What follows belongs to an exercise in optimizing a design on an open flow for small area and a short achievable clock period; a production flow would make more cautious choices.
RTL that was checked went through simulation tests only; none was proved equivalent to the original.

==> flow/design.v (excerpt) <==
module a_filter_approx(
    input [31:0] x_in,
    input clk,
    input [5:0] reset,
    output [31:0] y_out);
    reg [31:0] y1, y2, y3, y4, y5, y6;
    reg [31:0] j2;
    reg [31:0] i3n, i4n, i5n, i6n;
    function [41:0] add42;
        input [41:0] a, b;
        reg [41:0] g, p, x;
        integer i, l;
        begin
            x = a ^ b;
            g = a & b;
            p = x;
            for (l = 0; l < 6; l = l + 1)
                for (i = 41; i >= 0; i = i - 1)
                    if (((i >> l) & 1) && (i >= (1 << l))) begin
                        g[i] = g[i] | (p[i] & g[((i >> l) << l) - 1]);
                        p[i] = p[i] & p[((i >> l) << l) - 1];
                    end
            add42 = x ^ {g[40:0], 1'b0};
        end
    endfunction
    function [83:0] csa42;
        input [41:0] a, b, c;
        begin
            csa42 = {{(a[40:0] & b[40:0]) | (a[40:0] & c[40:0]) | (b[40:0] & c[40:0]), 1'b0},
                     a ^ b ^ c};
        end
    endfunction
    wire [83:0] c1a = csa42({y1, 10'b1111111110}, {{9{y1[31]}}, y1, 1'b0},
                            ~{{6{y1[31]}}, y1, 4'b0});
    wire [83:0] c1b = csa42(c1a[41:0], c1a[83:42], {x_in, 10'b0});
  ...
==> module a_filter_approx, before the edit <==
module a_filter_approx(
    input [31:0] x_in,
    input clk,
    input [5:0] reset,
    output [31:0] y_out);
    reg [31:0] y1, y2, y3, y4, y5, y6;
    reg [31:0] j2;
    reg [31:0] i3n, i4n, i5n, i6n;
    function [41:0] add42;
        input [41:0] a, b;
        reg [41:0] g, p, x;
        integer i, l;
        begin
            x = a ^ b;
            g = a & b;
            p = x;
            for (l = 0; l < 6; l = l + 1)
                for (i = 41; i >= 0; i = i - 1)
                    if (((i >> l) & 1) && (i >= (1 << l))) begin
                        g[i] = g[i] | (p[i] & g[((i >> l) << l) - 1]);
                        p[i] = p[i] & p[((i >> l) << l) - 1];
                    end
            add42 = x ^ {g[40:0], 1'b0};
        end
    endfunction
    function [83:0] csa42;
        input [41:0] a, b, c;
        begin
            csa42 = {{(a[40:0] & b[40:0]) | (a[40:0] & c[40:0]) | (b[40:0] & c[40:0]), 1'b0},
                     a ^ b ^ c};
        end
    endfunction
    wire [83:0] c1a = csa42({y1, 10'b1111111110}, {{9{y1[31]}}, y1, 1'b0},
                            ~{{6{y1[31]}}, y1, 4'b0});
    wire [83:0] c1b = csa42(c1a[41:0], c1a[83:42], {x_in, 10'b0});
    wire [41:0] n1 = c1b[41:0] + c1b[83:42];
    wire [83:0] c2a = csa42({5'd0, y1, 5'b11111}, {5'd0, j2, 5'b00010}, {5'd0, y2, 5'd0});
    wire [83:0] c2b = csa42(c2a[41:0], c2a[83:42], {5'd0, ~{{4{y2[31]}}, y2, 1'b0}});
    wire [83:0] c2c = csa42(c2b[41:0], c2b[83:42], {5'd0, ~{{5{y2[31]}}, y2}});
    wire [41:0] n2 = add42(c2c[41:0], c2c[83:42]);
    wire [41:0] nj = add42({5'd0, {2{y1[31]}}, y1, 3'd0}, {5'd0, {5{y1[31]}}, y1});
    function [41:0] sec34;
        input [31:0] u, in, o;
        reg [83:0] r0, r1, r2;
        begin
            r0 = csa42({u, 10'h3ff}, {in, 10'h3ff}, {o, 10'h001});
            r1 = csa42(r0[41:0], r0[83:42], ~{{9{o[31]}}, o, 1'b0});
            r2 = csa42(r1[41:0], r1[83:42], ~{{10{o[31]}}, o});
            sec34 = add42(r2[41:0], r2[83:42]);
        end
    endfunction
    wire [41:0] n3 = sec34(y2, i3n, y3);
    wire [41:0] n4 = sec34(y3, i4n, y4);
    function [41:0] sec56;
        input [31:0] u, in, o;
        reg [83:0] r0, r1;
        begin
            r0 = csa42({6'd0, u, 4'b1111}, {6'd0, in, 4'b1111},
                       {6'd0, {3{o[31]}}, o, 1'b1});
            r1 = csa42(r0[41:0], r0[83:42], {6'd0, {4{o[31]}}, o});
            sec56 = add42(r1[41:0], r1[83:42]);
        end
    endfunction
    wire [41:0] n5 = sec56(y4, i5n, y5);
    wire [41:0] n6 = sec56(y5, i6n, y6);
    always @(posedge clk) begin
        y1 <= reset[0] ? 32'd0 : n1[41:10];
        y2 <= reset[1] ? 32'd0 : n2[36:5];
        j2 <= reset[1] ? 32'd0 : nj[36:5];
        y3 <= reset[2] ? 32'd0 : n3[41:10];
        i3n <= ~(reset[2] ? 32'd0 : y2);
        y4 <= reset[3] ? 32'd0 : n4[41:10];
        i4n <= ~(reset[3] ? 32'd0 : y3);
        y5 <= reset[4] ? 32'd0 : n5[35:4];
        i5n <= ~(reset[4] ? 32'd0 : y4);
        y6 <= reset[5] ? 32'd0 : n6[35:4];
        i6n <= ~(reset[5] ? 32'd0 : y5);
    end
    assign y_out = y6;
endmodule
make LEC_CHECK=0 ABC_AREA=1 CAP_MARGIN=20 CORE_MARGIN=2 CORE_UTILIZATION=40 SETUP_SLACK_MARGIN=5 SLEW_MARGIN=20 finish   # period 10.0 ns
run.sh (not shown) runs the stock make flow with config.mk's settings and CLKGATE_MAP_FILE= SYNTH_SCRIPT=/design/flow/synth_recipe.tcl, a recipe that flattens the netlist after the stock synthesis.
Edit:
==> flow/design.v (replaced) <==
`timescale 1ns / 10ps
module a_filter_approx(
    input [31:0] x_in,
    input clk,
    input [5:0] reset,
    output [31:0] y_out);
    reg [31:0] y1, y2, y3, y4, y5, y6;
    reg [31:0] j2;
    reg [31:0] i3n, i4n, i5n, i6n;
    function [41:0] add42;
        input [41:0] a, b;
        reg [41:0] g, p, x;
        integer i, l;
        begin
            x = a ^ b;
            g = a & b;
            p = x;
            for (l = 0; l < 6; l = l + 1)
                for (i = 41; i >= 0; i = i - 1)
                    if (((i >> l) & 1) && (i >= (1 << l))) begin
                        g[i] = g[i] | (p[i] & g[((i >> l) << l) - 1]);
                        p[i] = p[i] & p[((i >> l) << l) - 1];
                    end
            add42 = x ^ {g[40:0], 1'b0};
        end
    endfunction
    function [83:0] csa42;
        input [41:0] a, b, c;
        begin
            csa42 = {{(a[40:0] & b[40:0]) | (a[40:0] & c[40:0]) | (b[40:0] & c[40:0]), 1'b0},
                     a ^ b ^ c};
        end
    endfunction
    function [31:0] add32;
        input [31:0] a, b;
        input cin;
        reg [31:0] g, p, x;
        integer i, l;
        begin
            x = a ^ b;
            g = a & b;
            g[0] = g[0] | (x[0] & cin);
            p = x;
            for (l = 0; l < 5; l = l + 1)
                for (i = 31; i >= 0; i = i - 1)
                    if (((i >> l) & 1) && (i >= (1 << l))) begin
                        g[i] = g[i] | (p[i] & g[((i >> l) << l) - 1]);
                        p[i] = p[i] & p[((i >> l) << l) - 1];
                    end
            add32 = x ^ {g[30:0], cin};
        end
    endfunction
    function [63:0] csa32;
        input [31:0] a, b, c;
        input ci;
        begin
            csa32 = {{(a[30:0] & b[30:0]) | (a[30:0] & c[30:0]) | (b[30:0] & c[30:0]), ci},
                     a ^ b ^ c};
        end
    endfunction
    wire [83:0] c1a = csa42({y1, 10'b1111111110}, {{9{y1[31]}}, y1, 1'b0},
                            ~{{6{y1[31]}}, y1, 4'b0});
    wire [83:0] c1b = csa42(c1a[41:0], c1a[83:42], {x_in, 10'b0});
    wire [41:0] n1 = c1b[41:0] + c1b[83:42];
    wire [31:0] h2 = {{5{y2[31]}}, y2[31:5]};
    wire [63:0] c2a = csa32(y1, j2, y2, 1'b0);
    wire [63:0] c2b = csa32(c2a[31:0], c2a[63:32], {~h2[30:0], 1'b1}, y2[4:0] <= 5'd21);
    wire [63:0] c2c = csa32(c2b[31:0], c2b[63:32], ~h2, y2[4:0] <= 5'd10);
    wire [31:0] n2 = add32(c2c[31:0], c2c[63:32], 1'b0);
    wire [41:0] nj = add42({5'd0, {2{y1[31]}}, y1, 3'd0}, {5'd0, {5{y1[31]}}, y1});
    function [31:0] sec34;
        input [31:0] u, in, o;
        reg [31:0] h;
        reg [63:0] r0, r1, r2;
        begin
            h = {{10{o[31]}}, o[31:10]};
            r0 = csa32(u, in, o, 1'b1);
            r1 = csa32(r0[31:0], r0[63:32], {~h[30:0], 1'b1}, o[9:0] <= 10'd681);
            r2 = csa32(r1[31:0], r1[63:32], ~h, o[9:0] <= 10'd340);
            sec34 = add32(r2[31:0], r2[63:32], 1'b0);
        end
    endfunction
    wire [31:0] n3 = sec34(y2, i3n, y3);
    wire [31:0] n4 = sec34(y3, i4n, y4);
    function [41:0] sec56;
        input [31:0] u, in, o;
        reg [83:0] r0, r1;
        begin
            r0 = csa42({6'd0, u, 4'b1111}, {6'd0, in, 4'b1111},
                       {6'd0, {3{o[31]}}, o, 1'b1});
            r1 = csa42(r0[41:0], r0[83:42], {6'd0, {4{o[31]}}, o});
            sec56 = add42(r1[41:0], r1[83:42]);
        end
    endfunction
    wire [41:0] n5 = sec56(y4, i5n, y5);
    wire [41:0] n6 = sec56(y5, i6n, y6);
    always @(posedge clk) begin
        y1 <= reset[0] ? 32'd0 : n1[41:10];
        y2 <= reset[1] ? 32'd0 : n2;
        j2 <= reset[1] ? 32'd0 : nj[36:5];
        y3 <= reset[2] ? 32'd0 : n3;
        i3n <= ~(reset[2] ? 32'd0 : y2);
        y4 <= reset[3] ? 32'd0 : n4;
        i4n <= ~(reset[3] ? 32'd0 : y3);
        y5 <= reset[4] ? 32'd0 : n5[35:4];
        i5n <= ~(reset[4] ? 32'd0 : y4);
        y6 <= reset[5] ? 32'd0 : n6[35:4];
        i6n <= ~(reset[5] ? 32'd0 : y5);
    end
    assign y_out = y6;
endmodule
What happened: The new run passed the timing, DRC and antenna checks. Design area decreases by a few percent. Synthesized area decreases by a few percent. Wire length stays flat. Setup slack loses 0.24 ns. Utilization increases by 0.23 points. Synthesized cell count decreases by a few percent. Fmax decreases by a few percent. Non-clock buffer count decreases by 2.
Only the layout flow was run in the second run of this note; the RTL was not checked for function there.

* * *

a_filter_approx, a different RTL version from the one above (not shown whole).
For scale: about 4200 cells after synthesis, roughly 350 flip-flops, ~33000 µm² of cells after synthesis.
==> module a_filter_approx, before the edit <==
module a_filter_approx(
    input [31:0] x_in,
    input clk,
    input [5:0] reset,
    output [31:0] y_out);
    reg [31:0] y1, y2, y3, y4, y5, y6;
    reg [31:0] j2;
    reg [31:0] i3n, i4n, i5n, i6n;
    function [41:0] add42;
        input [41:0] a, b;
        reg [41:0] g, p, x;
        integer i, l;
        begin
            x = a ^ b;
            g = a & b;
            p = x;
            for (l = 0; l < 6; l = l + 1)
                for (i = 41; i >= 0; i = i - 1)
                    if (((i >> l) & 1) && (i >= (1 << l))) begin
                        g[i] = g[i] | (p[i] & g[((i >> l) << l) - 1]);
                        p[i] = p[i] & p[((i >> l) << l) - 1];
                    end
            add42 = x ^ {g[40:0], 1'b0};
        end
    endfunction
    function [83:0] csa42;
        input [41:0] a, b, c;
        begin
            csa42 = {{(a[40:0] & b[40:0]) | (a[40:0] & c[40:0]) | (b[40:0] & c[40:0]), 1'b0},
                     a ^ b ^ c};
        end
    endfunction
    wire [83:0] c1a = csa42({y1, 10'b1111111110},
                            {6'b111111, ~y1[31], {3{y1[31]}}, y1[30:0], 1'b0},
                            {6'b0, y1[31], ~y1[30:0], 4'b1111});
    wire [83:0] c1b = csa42(c1a[41:0], c1a[83:42], {x_in, 10'b0});
    wire [41:0] n1 = c1b[41:0] + c1b[83:42];
    wire [83:0] c2a = csa42({5'd0, y1, 5'b11111}, {5'd0, j2, 5'b00010}, {5'd0, y2, 5'd0});
    wire [83:0] c2b = csa42(c2a[41:0], c2a[83:42], {5'd0, 4'b1111, y2[31], ~y2[30:0], 1'b1});
    wire [83:0] c2c = csa42(c2b[41:0], c2b[83:42], {5'd0, 4'b0000, y2[31], ~y2[31], ~y2[30:0]});
    wire [41:0] n2 = c2c[41:0] + c2c[83:42];
    wire [41:0] nj = add42({5'd0, 2'b11, ~y1[31], y1[30:0], 3'd0},
                          {5'd0, 2'b00, ~y1[31], {3{y1[31]}}, y1[30:0]});
    function [41:0] sec34;
        input [31:0] u, in, o;
        reg [83:0] r0, r1, r2;
        begin
            r0 = csa42({u, 10'h3ff}, {in, 10'h3ff}, {o, 10'h001});
            r1 = csa42(r0[41:0], r0[83:42], {9'h1ff, o[31], ~o[30:0], 1'b1});
            r2 = csa42(r1[41:0], r1[83:42], {9'h000, o[31], ~o[31], ~o[30:0]});
            sec34 = add42(r2[41:0], r2[83:42]);
        end
    endfunction
    wire [41:0] n3 = sec34(y2, i3n, y3);
    wire [41:0] n4 = sec34(y3, i4n, y4);
    function [41:0] sec56;
        input [31:0] u, in, o;
        reg [83:0] r0, r1;
        begin
            r0 = csa42({6'd0, u, 4'b1111}, {6'd0, in, 4'b1111},
                       {6'd0, 3'b111, ~o[31], o[30:0], 1'b1});
            r1 = csa42(r0[41:0], r0[83:42], {6'd0, 3'b000, ~o[31], o[31], o[30:0]});
            sec56 = add42(r1[41:0], r1[83:42]);
        end
    endfunction
    wire [41:0] n5 = sec56(y4, i5n, y5);
    wire [41:0] n6 = sec56(y5, i6n, y6);
    always @(posedge clk) begin
        y1 <= reset[0] ? 32'd0 : n1[41:10];
        y2 <= reset[1] ? 32'd0 : n2[36:5];
        j2 <= reset[1] ? 32'd0 : nj[36:5];
        y3 <= reset[2] ? 32'd0 : n3[41:10];
        i3n <= ~(reset[2] ? 32'd0 : y2);
        y4 <= reset[3] ? 32'd0 : n4[41:10];
        i4n <= ~(reset[3] ? 32'd0 : y3);
        y5 <= reset[4] ? 32'd0 : n5[35:4];
        i5n <= ~(reset[4] ? 32'd0 : y4);
        y6 <= reset[5] ? 32'd0 : n6[35:4];
        i6n <= ~(reset[5] ? 32'd0 : y5);
    end
    assign y_out = y6;
endmodule
export LEC_CHECK = 0
export ABC_AREA = 1
export CAP_MARGIN = 20
export CORE_MARGIN = 2
export CORE_UTILIZATION = 40
export CTS_CLUSTER_DIAMETER = 100
export CTS_CLUSTER_SIZE = 22
export SETUP_SLACK_MARGIN = 5
export SLEW_MARGIN = 20
create_clock -name core_clock -period 10.0 [get_ports {clk}]
The starting point went through all stages and came out clean.
Then changed:
--- a/flow/design.v
+++ b/flow/design.v
@@ -28,42 +28,40 @@
         input [41:0] a, b, c;
         begin
             csa42 = {{(a[40:0] & b[40:0]) | (a[40:0] & c[40:0]) | (b[40:0] & c[40:0]), 1'b0},
                      a ^ b ^ c};
         end
     endfunction
-    wire [83:0] c1a = csa42({y1, 10'b1111111110},
-                            {6'b111111, ~y1[31], {3{y1[31]}}, y1[30:0], 1'b0},
-                            {6'b0, y1[31], ~y1[30:0], 4'b1111});
+    wire [83:0] c1a = csa42({y1, 10'b1111111110}, {{9{y1[31]}}, y1, 1'b0},
+                            ~{{6{y1[31]}}, y1, 4'b0});
     wire [83:0] c1b = csa42(c1a[41:0], c1a[83:42], {x_in, 10'b0});
     wire [41:0] n1 = c1b[41:0] + c1b[83:42];
     wire [83:0] c2a = csa42({5'd0, y1, 5'b11111}, {5'd0, j2, 5'b00010}, {5'd0, y2, 5'd0});
-    wire [83:0] c2b = csa42(c2a[41:0], c2a[83:42], {5'd0, 4'b1111, y2[31], ~y2[30:0], 1'b1});
-    wire [83:0] c2c = csa42(c2b[41:0], c2b[83:42], {5'd0, 4'b0000, y2[31], ~y2[31], ~y2[30:0]});
-    wire [41:0] n2 = c2c[41:0] + c2c[83:42];
-    wire [41:0] nj = add42({5'd0, 2'b11, ~y1[31], y1[30:0], 3'd0},
-                          {5'd0, 2'b00, ~y1[31], {3{y1[31]}}, y1[30:0]});
+    wire [83:0] c2b = csa42(c2a[41:0], c2a[83:42], {5'd0, ~{{4{y2[31]}}, y2, 1'b0}});
+    wire [83:0] c2c = csa42(c2b[41:0], c2b[83:42], {5'd0, ~{{5{y2[31]}}, y2}});
+    wire [41:0] n2 = add42(c2c[41:0], c2c[83:42]);
+    wire [41:0] nj = add42({5'd0, {2{y1[31]}}, y1, 3'd0}, {5'd0, {5{y1[31]}}, y1});
     function [41:0] sec34;
         input [31:0] u, in, o;
         reg [83:0] r0, r1, r2;
         begin
             r0 = csa42({u, 10'h3ff}, {in, 10'h3ff}, {o, 10'h001});
-            r1 = csa42(r0[41:0], r0[83:42], {9'h1ff, o[31], ~o[30:0], 1'b1});
-            r2 = csa42(r1[41:0], r1[83:42], {9'h000, o[31], ~o[31], ~o[30:0]});
+            r1 = csa42(r0[41:0], r0[83:42], ~{{9{o[31]}}, o, 1'b0});
+            r2 = csa42(r1[41:0], r1[83:42], ~{{10{o[31]}}, o});
             sec34 = add42(r2[41:0], r2[83:42]);
         end
     endfunction
     wire [41:0] n3 = sec34(y2, i3n, y3);
     wire [41:0] n4 = sec34(y3, i4n, y4);
     function [41:0] sec56;
         input [31:0] u, in, o;
         reg [83:0] r0, r1;
         begin
             r0 = csa42({6'd0, u, 4'b1111}, {6'd0, in, 4'b1111},
-                       {6'd0, 3'b111, ~o[31], o[30:0], 1'b1});
-            r1 = csa42(r0[41:0], r0[83:42], {6'd0, 3'b000, ~o[31], o[31], o[30:0]});
+                       {6'd0, {3{o[31]}}, o, 1'b1});
+            r1 = csa42(r0[41:0], r0[83:42], {6'd0, {4{o[31]}}, o});
             sec56 = add42(r1[41:0], r1[83:42]);
         end
     endfunction
     wire [41:0] n5 = sec56(y4, i5n, y5);
     wire [41:0] n6 = sec56(y5, i6n, y6);
     always @(posedge clk) begin
The new run ran to the end with no violations.
Final area came out higher by 1.2%.
Synthesized area came out higher by 1.3%.
Worst hold slack degrades by 0.0064 ns.
Wire length came out lower by 3.5%.
Core utilization came out lower by 0.19 points.
Global-route usage came out lower by 0.73 points.
Worst setup slack improves by 0.0050 ns.

port drivers added, routing unchanged:
The results above use ideal ports. As a check the final layouts listed here were re-extracted and re-timed, cells and wires unchanged. Step 1 sets driving cells, clkbuf_16 on the clock port and buf_2 on the other inputs (assumed; they add their load-dependent delay and slew). Step 2 adds t to the input delays and takes it off the output delays; t is the mean of the earliest and latest rising clock arrival at the registers after step 1. Input paths then give back, and output paths get back, about the clock's delay inside the block. a / b / c = ideal / step 1 / step 2; a / b = the first two.
| run | t, ns | setup WS [ns] | worst slew at a driven data input, ns |
|---|---|---|---|
| the first run of note 1 | 0.649 | 5.892 / 5.892 / 5.320 | 0.07 |
| the second run of note 1 | 0.645 | 5.656 / 5.656 / 5.321 | 0.06 |
| the first run of note 2 | 0.647 | 5.855 / 5.895 / 5.249 | 0.04 |
| the second run of note 2 | 0.633 | 5.860 / 5.860 / 5.327 | 0.07 |
After both steps every run listed still meets setup and hold. For the first run of note 2, which loses most, drivers alone change the setup slack by +0.040 ns; drivers and shift together by -0.606 ns.
